What follows belongs to an exercise in optimizing a design on an open flow for small area and a short achievable clock period; a production flow would make more cautious choices.
At most, simulation tests tie the RTL to the original design; equivalence was not proved.
Power and IR drop assume default switching activity.

==> v17 <==
// AGC
module AGC
  #(parameter TARGET  = 81,
    parameter WINDOW_2N = 8,
    parameter INIT_POS = 128)
   (input  wire [7:0] S_TDATA,
    input  wire S_TVALID,
    output logic [7:0] M_TDATA,
    output logic M_TVALID,
    input wire clk, reset_n);
==> module RMS, before the edit <==
module RMS
   (input  wire  signed [7:0] s_TDATA,
    input  wire  s_TVALID,
    output logic [7:0] rms_TDATA,
    output logic filled,
    input  wire  clk, reset_n);
    localparam NPAIRS = 126;
    function automatic [22:0] sqparts(input [7:0] x);
        logic signed [4:0] h;
        logic signed [4:0] l;
        logic signed [9:0] hh, hl, ll;
        h  = {x[7], x[7:4]};
        l  = {1'b0, x[3:0]};
        hh = h * h;
        ll = l * l;
        hl = h * l;
        sqparts = {hl[7:0], hh[6:0], ll[7:0]};
    endfunction
    function automatic [14:0] sqjoin(input [22:0] p);
        logic [15:0] s;
        s = {1'b0, p[14:0]} + {{3{p[22]}}, p[22:15], 5'd0};
        sqjoin = s[14:0];
    endfunction
    function automatic [14:0] pack(input [7:0] a, input [7:0] b);
        if (a[7])      pack = {2'b10, 5'd0, b};
        else if (b[7]) pack = {2'b11, 6'd0, a[6:0]};
        else           pack = {1'b0, a[6:0], b[6:0]};
    endfunction
    function automatic [15:0] unpack(input [14:0] p);    
        if (!p[14])     unpack = {1'b0, p[13:7], 1'b0, p[6:0]};
        else if (!p[13]) unpack = {8'd128, p[7:0]};
        else            unpack = {1'b0, p[6:0], 8'd128};
    endfunction
    logic signed [7:0] x0;
    logic [7:0] a1;
    logic v0, v1;
    logic [22:0] sqp1;
    always_ff @(posedge clk) begin
        if (~reset_n) begin
            v0 <= 1'b0;
            v1 <= 1'b0;
        end else begin
            v0 <= s_TVALID;
            v1 <= v0;
        end
    end
    always_ff @(posedge clk) begin
        x0   <= s_TDATA;
        a1   <= x0[7] ? 8'd0 - x0 : x0;
        sqp1 <= sqparts(x0);
    end
    logic ph;
    always_ff @(posedge clk)
        if (~reset_n)  ph <= 1'b0;
        else if (v1)   ph <= ~ph;
    logic [7:0] held;
    always_ff @(posedge clk)
        if (v1 & ~ph) held <= a1;
    logic [15*NPAIRS-1:0] psr;
    logic [15:0] last_ab;
    logic [45:0] last_p;       
    logic [14:0] tail_a, tail_b;
    assign last_ab = unpack(psr[15*NPAIRS-1 -: 15]);
    always_ff @(posedge clk)
        if (v1 & ph) begin
            psr    <= {psr[15*(NPAIRS-1)-1:0], pack(held, a1)};
            last_p <= {sqparts(last_ab[15:8]), sqparts(last_ab[7:0])};
            tail_a <= sqjoin(last_p[45:23]);
            tail_b <= sqjoin(last_p[22:0]);
        end
    logic [8:0] cntr;
    assign filled = cntr[8];
    always_ff @(posedge clk)
        if (~reset_n)
            cntr <= '0;
        else if (v1 & ~filled)
            cntr <= cntr + 1'b1;
    logic [14:0] tail;
    assign tail = ~filled ? 15'd0 : ph ? tail_b : tail_a;
    logic [22:0] sum;
    always_ff @(posedge clk)
        if (~reset_n)
            sum <= '0;
        else if (v1)
            sum <= sum + {8'd0, sqp1[14:0]} + {{10{sqp1[22]}}, sqp1[22:15], 5'd0}
                       - {8'd0, tail};
    isqrt_pipe sqrt0 (.clk(clk), .x(sum[22:8]), .root(rms_TDATA));
endmodule
==> module AGC, before the edit <==
module AGC
  #(parameter TARGET  = 81,
    parameter WINDOW_2N = 8,
    parameter INIT_POS = 128)
   (input  wire [7:0] S_TDATA,
    input  wire S_TVALID,
    output logic [7:0] M_TDATA,
    output logic M_TVALID,
    input wire clk, reset_n);
    logic [7:0] rms_tdata;
    logic filled;
    RMS rms_0(.s_TDATA(S_TDATA), .s_TVALID(S_TVALID),
              .rms_TDATA(rms_tdata), .filled(filled),
              .clk(clk), .reset_n(reset_n));
    logic [7:0] current_pos;
    logic [7:0] current_pos_n;    
    logic [7:0] pos_d;
    logic [14:0] product;
    always_ff @(posedge clk) begin
        pos_d   <= ~current_pos_n;
        product <= pos_d * TARGET;
    end
    logic [7:0] quotient;
    udiv div_0 (.clk(clk), .dividend(product), .divisor(rms_tdata),
                .quotient(quotient));
    logic [8:0] vchain;
    always_ff @(posedge clk)
        if (~reset_n) vchain <= '0;
        else          vchain <= {vchain[7:0], filled};
    logic div_out_tvalid;
    assign div_out_tvalid = vchain[8];
    always_ff @(posedge clk) begin
        if (~reset_n)
            current_pos <= INIT_POS;
        else if (div_out_tvalid)
            current_pos <= quotient;
    end
    always_ff @(posedge clk) begin
        if (~reset_n)
            current_pos_n <= ~INIT_POS;
        else if (div_out_tvalid)
            current_pos_n <= ~quotient;
    end
    always_ff @(posedge clk)
        if (~reset_n) M_TVALID <= 0;
        else          M_TVALID <= div_out_tvalid;
    assign M_TDATA = current_pos;
endmodule
Settings: LEC_CHECK=0, CAP_MARGIN=20, CORE_MARGIN=2, CORE_UTILIZATION=40, CTS_CLUSTER_DIAMETER=100, CTS_CLUSTER_SIZE=30, SLEW_MARGIN=20; clock period 12.5 ns.
standard.sh (not shown) runs the stock make flow with config.mk's settings and CLKGATE_MAP_FILE= SYNTH_SCRIPT=/design/flow/synth_recipe.tcl, a recipe that flattens the netlist after the stock synthesis.
==> flow/flow/run.sh <==
#!/bin/bash
set -euo pipefail
bash standard.sh SETUP_SLACK_MARGIN=8.8 finish > flow_make.log 2>&1
==> v13: changes against v17 <==
--- a/flow/design.v
+++ b/flow/design.v
@@ -181,8 +181,15 @@
         sqparts = {hl[7:0], hh[6:0], ll[7:0]};
     endfunction
-    function automatic [14:0] sqjoin(input [22:0] p);
+    function automatic [14:0] sqmag(input [7:0] a);
+        logic [3:0] h, l;
+        logic [7:0] hh, ll, hl;
         logic [15:0] s;
-        s = {1'b0, p[14:0]} + {{3{p[22]}}, p[22:15], 5'd0};
-        sqjoin = s[14:0];
+        h  = a[7:4];
+        l  = a[3:0];
+        hh = h * h;
+        ll = l * l;
+        hl = h * l;
+        s  = {1'b0, hh[6:0], ll} + {3'd0, hl[7:0], 5'd0};
+        sqmag = s[14:0];
     endfunction
     function automatic [14:0] pack(input [7:0] a, input [7:0] b);
@@ -197,7 +204,5 @@
     endfunction
     logic signed [7:0] x0;
-    logic [7:0] a1;
     logic v0, v1;
-    logic [22:0] sqp1;
     always_ff @(posedge clk) begin
         if (~reset_n) begin
@@ -209,9 +214,4 @@
         end
     end
-    always_ff @(posedge clk) begin
-        x0   <= s_TDATA;
-        a1   <= x0[7] ? 8'd0 - x0 : x0;
-        sqp1 <= sqparts(x0);
-    end
     logic ph;
     always_ff @(posedge clk)
@@ -222,15 +222,18 @@
         if (v1 & ~ph) held <= a1;
     logic [15*NPAIRS-1:0] psr;
-    logic [15:0] last_ab;
-    logic [45:0] last_p;       
+    logic [15:0] last_ab;      
+    logic [14:0] next_a, next_b;
     logic [14:0] tail_a, tail_b;
-    assign last_ab = unpack(psr[15*NPAIRS-1 -: 15]);
     always_ff @(posedge clk)
         if (v1 & ph) begin
-            psr    <= {psr[15*(NPAIRS-1)-1:0], pack(held, a1)};
-            last_p <= {sqparts(last_ab[15:8]), sqparts(last_ab[7:0])};
-            tail_a <= sqjoin(last_p[45:23]);
-            tail_b <= sqjoin(last_p[22:0]);
+            psr     <= {psr[15*(NPAIRS-1)-1:0], pack(held, a1)};
+            last_ab <= unpack(psr[15*NPAIRS-1 -: 15]);
+            tail_a  <= next_a;
+            tail_b  <= next_b;
         end
+    always_ff @(posedge clk) begin
+        next_a <= sqmag(last_ab[15:8]);
+        next_b <= sqmag(last_ab[7:0]);
+    end
     logic [8:0] cntr;
     assign filled = cntr[8];
@@ -240,6 +243,18 @@
         else if (v1 & ~filled)
             cntr <= cntr + 1'b1;
-    logic [14:0] tail;
-    assign tail = ~filled ? 15'd0 : ph ? tail_b : tail_a;
+    logic [14:0] tail_now, tail_next;
+    logic        filled_next;
+    assign tail_now    = ph ? tail_b : tail_a;
+    assign tail_next   = ~v1 ? tail_now : ph ? next_a : tail_b;
+    assign filled_next = filled | (v1 & (cntr == 9'd255));
+    logic [7:0]  a1;
+    logic [22:0] sqp1;
+    logic [14:0] tail1;        
+    always_ff @(posedge clk) begin
+        x0    <= s_TDATA;
+        a1    <= x0[7] ? 8'd0 - x0 : x0;
+        sqp1  <= sqparts(x0);
+        tail1 <= filled_next ? tail_next : 15'd0;
+    end
     logic [22:0] sum;
     always_ff @(posedge clk)
@@ -248,5 +263,5 @@
         else if (v1)
             sum <= sum + {8'd0, sqp1[14:0]} + {{10{sqp1[22]}}, sqp1[22:15], 5'd0}
-                       - {8'd0, tail};
+                       - {8'd0, tail1};
     isqrt_pipe sqrt0 (.clk(clk), .x(sum[22:8]), .root(rms_TDATA));
 endmodule
@@ -277,10 +292,10 @@
     udiv div_0 (.clk(clk), .dividend(product), .divisor(rms_tdata),
                 .quotient(quotient));
-    logic [8:0] vchain;
+    logic [3:0] vcnt;
     always_ff @(posedge clk)
-        if (~reset_n) vchain <= '0;
-        else          vchain <= {vchain[7:0], filled};
+        if (~reset_n)                  vcnt <= '0;
+        else if (filled & (vcnt != 9)) vcnt <= vcnt + 1'b1;
     logic div_out_tvalid;
-    assign div_out_tvalid = vchain[8];
+    assign div_out_tvalid = (vcnt == 9);
     always_ff @(posedge clk) begin
         if (~reset_n)
==> flow/flow/run.sh (replaced) <==
#!/bin/bash
set -euo pipefail
bash standard.sh SETUP_SLACK_MARGIN=8.9 finish > flow_make.log 2>&1
ABC_AREA = 1   (was unset)
CORE_UTILIZATION = 60   (was 40)
CTS_CLUSTER_SIZE = 25   (was 30)
PLACE_DENSITY = 0.72   (was unset)
==> v37: changes against v17 <==
--- a/flow/design.v
+++ b/flow/design.v
@@ -172,5 +172,5 @@
     function automatic [22:0] sqparts(input [7:0] x);
         logic signed [4:0] h;
-        logic signed [4:0] l;
+        logic [4:0] l;
         logic signed [9:0] hh, hl, ll;
         h  = {x[7], x[7:4]};
@@ -178,5 +178,5 @@
         hh = h * h;
         ll = l * l;
-        hl = h * l;
+        hl = h * $signed(l);
         sqparts = {hl[7:0], hh[6:0], ll[7:0]};
     endfunction
==> flow/run.sh (new file) <==
#!/bin/bash
# synth_recipe.tcl (not shown) runs the flow's synth.tcl, then flattens the netlist and writes it again
# the make line also repeats each setting of config.mk as NAME=value (left out here)
make -C /OpenROAD-flow-scripts/flow DESIGN_CONFIG=/design/flow/config.mk WORK_HOME=/design/flow/orfs CLKGATE_MAP_FILE= SYNTH_SCRIPT=/design/flow/synth_recipe.tcl finish
CTS_CLUSTER_DIAMETER = unset   (was 100)
CTS_CLUSTER_SIZE = unset   (was 30)
removed: flow/flow/run.sh
removed: flow/standard.sh
==> run summary <==
Of v13 and v37, v37 has the higher combinational power (gap 30%, measured against v37). Total power: v13 < v17 < v37. Non-clock buffer count: v17 is higher than v13 (12). Against v17, the setup slack of v13 is higher by 96 ps. Global-route usage, lowest first: v17, v37, v13.
Function not checked in v37: the RTL went through the layout flow alone.

## separate check: timing with driven ports
How much do the figures lean on ideal ports? The routed layouts below were timed once more, with nothing changed but the port constraints. Step 1 assumes that a clkbuf_16 drives the clock port and a buf_2 every other input. Step 2 times the ports against the registers' clock, not the clock port: input delays grow and output delays shrink by t, the midpoint of the rising clock arrivals with the driver on. a / b / c = no drivers / after step 1 / after step 2; a / b = the first two.
run | t, ns | slack for setup (ns) | clock arrival spread, ns | slew at the worst register clock pin (ns) | cell pins on the clock port's net
v17 | 0.811 | 8.717 / 8.677 / 8.264 | 0.034 / 0.034 | 0.12 / 0.12 | 1
v13 | 0.796 | 8.813 / 8.736 / 8.424 | 0.045 / 0.045 | 0.10 / 0.10 | 1
v37 | 0.887 | 7.756 / 7.756 / 7.756 | 0.124 / 0.124 | 0.07 / 0.07 | 1
After both steps every run listed still meets setup and hold. For v17, which loses most, drivers alone change the setup slack by -0.040 ns; drivers and shift together by -0.453 ns.
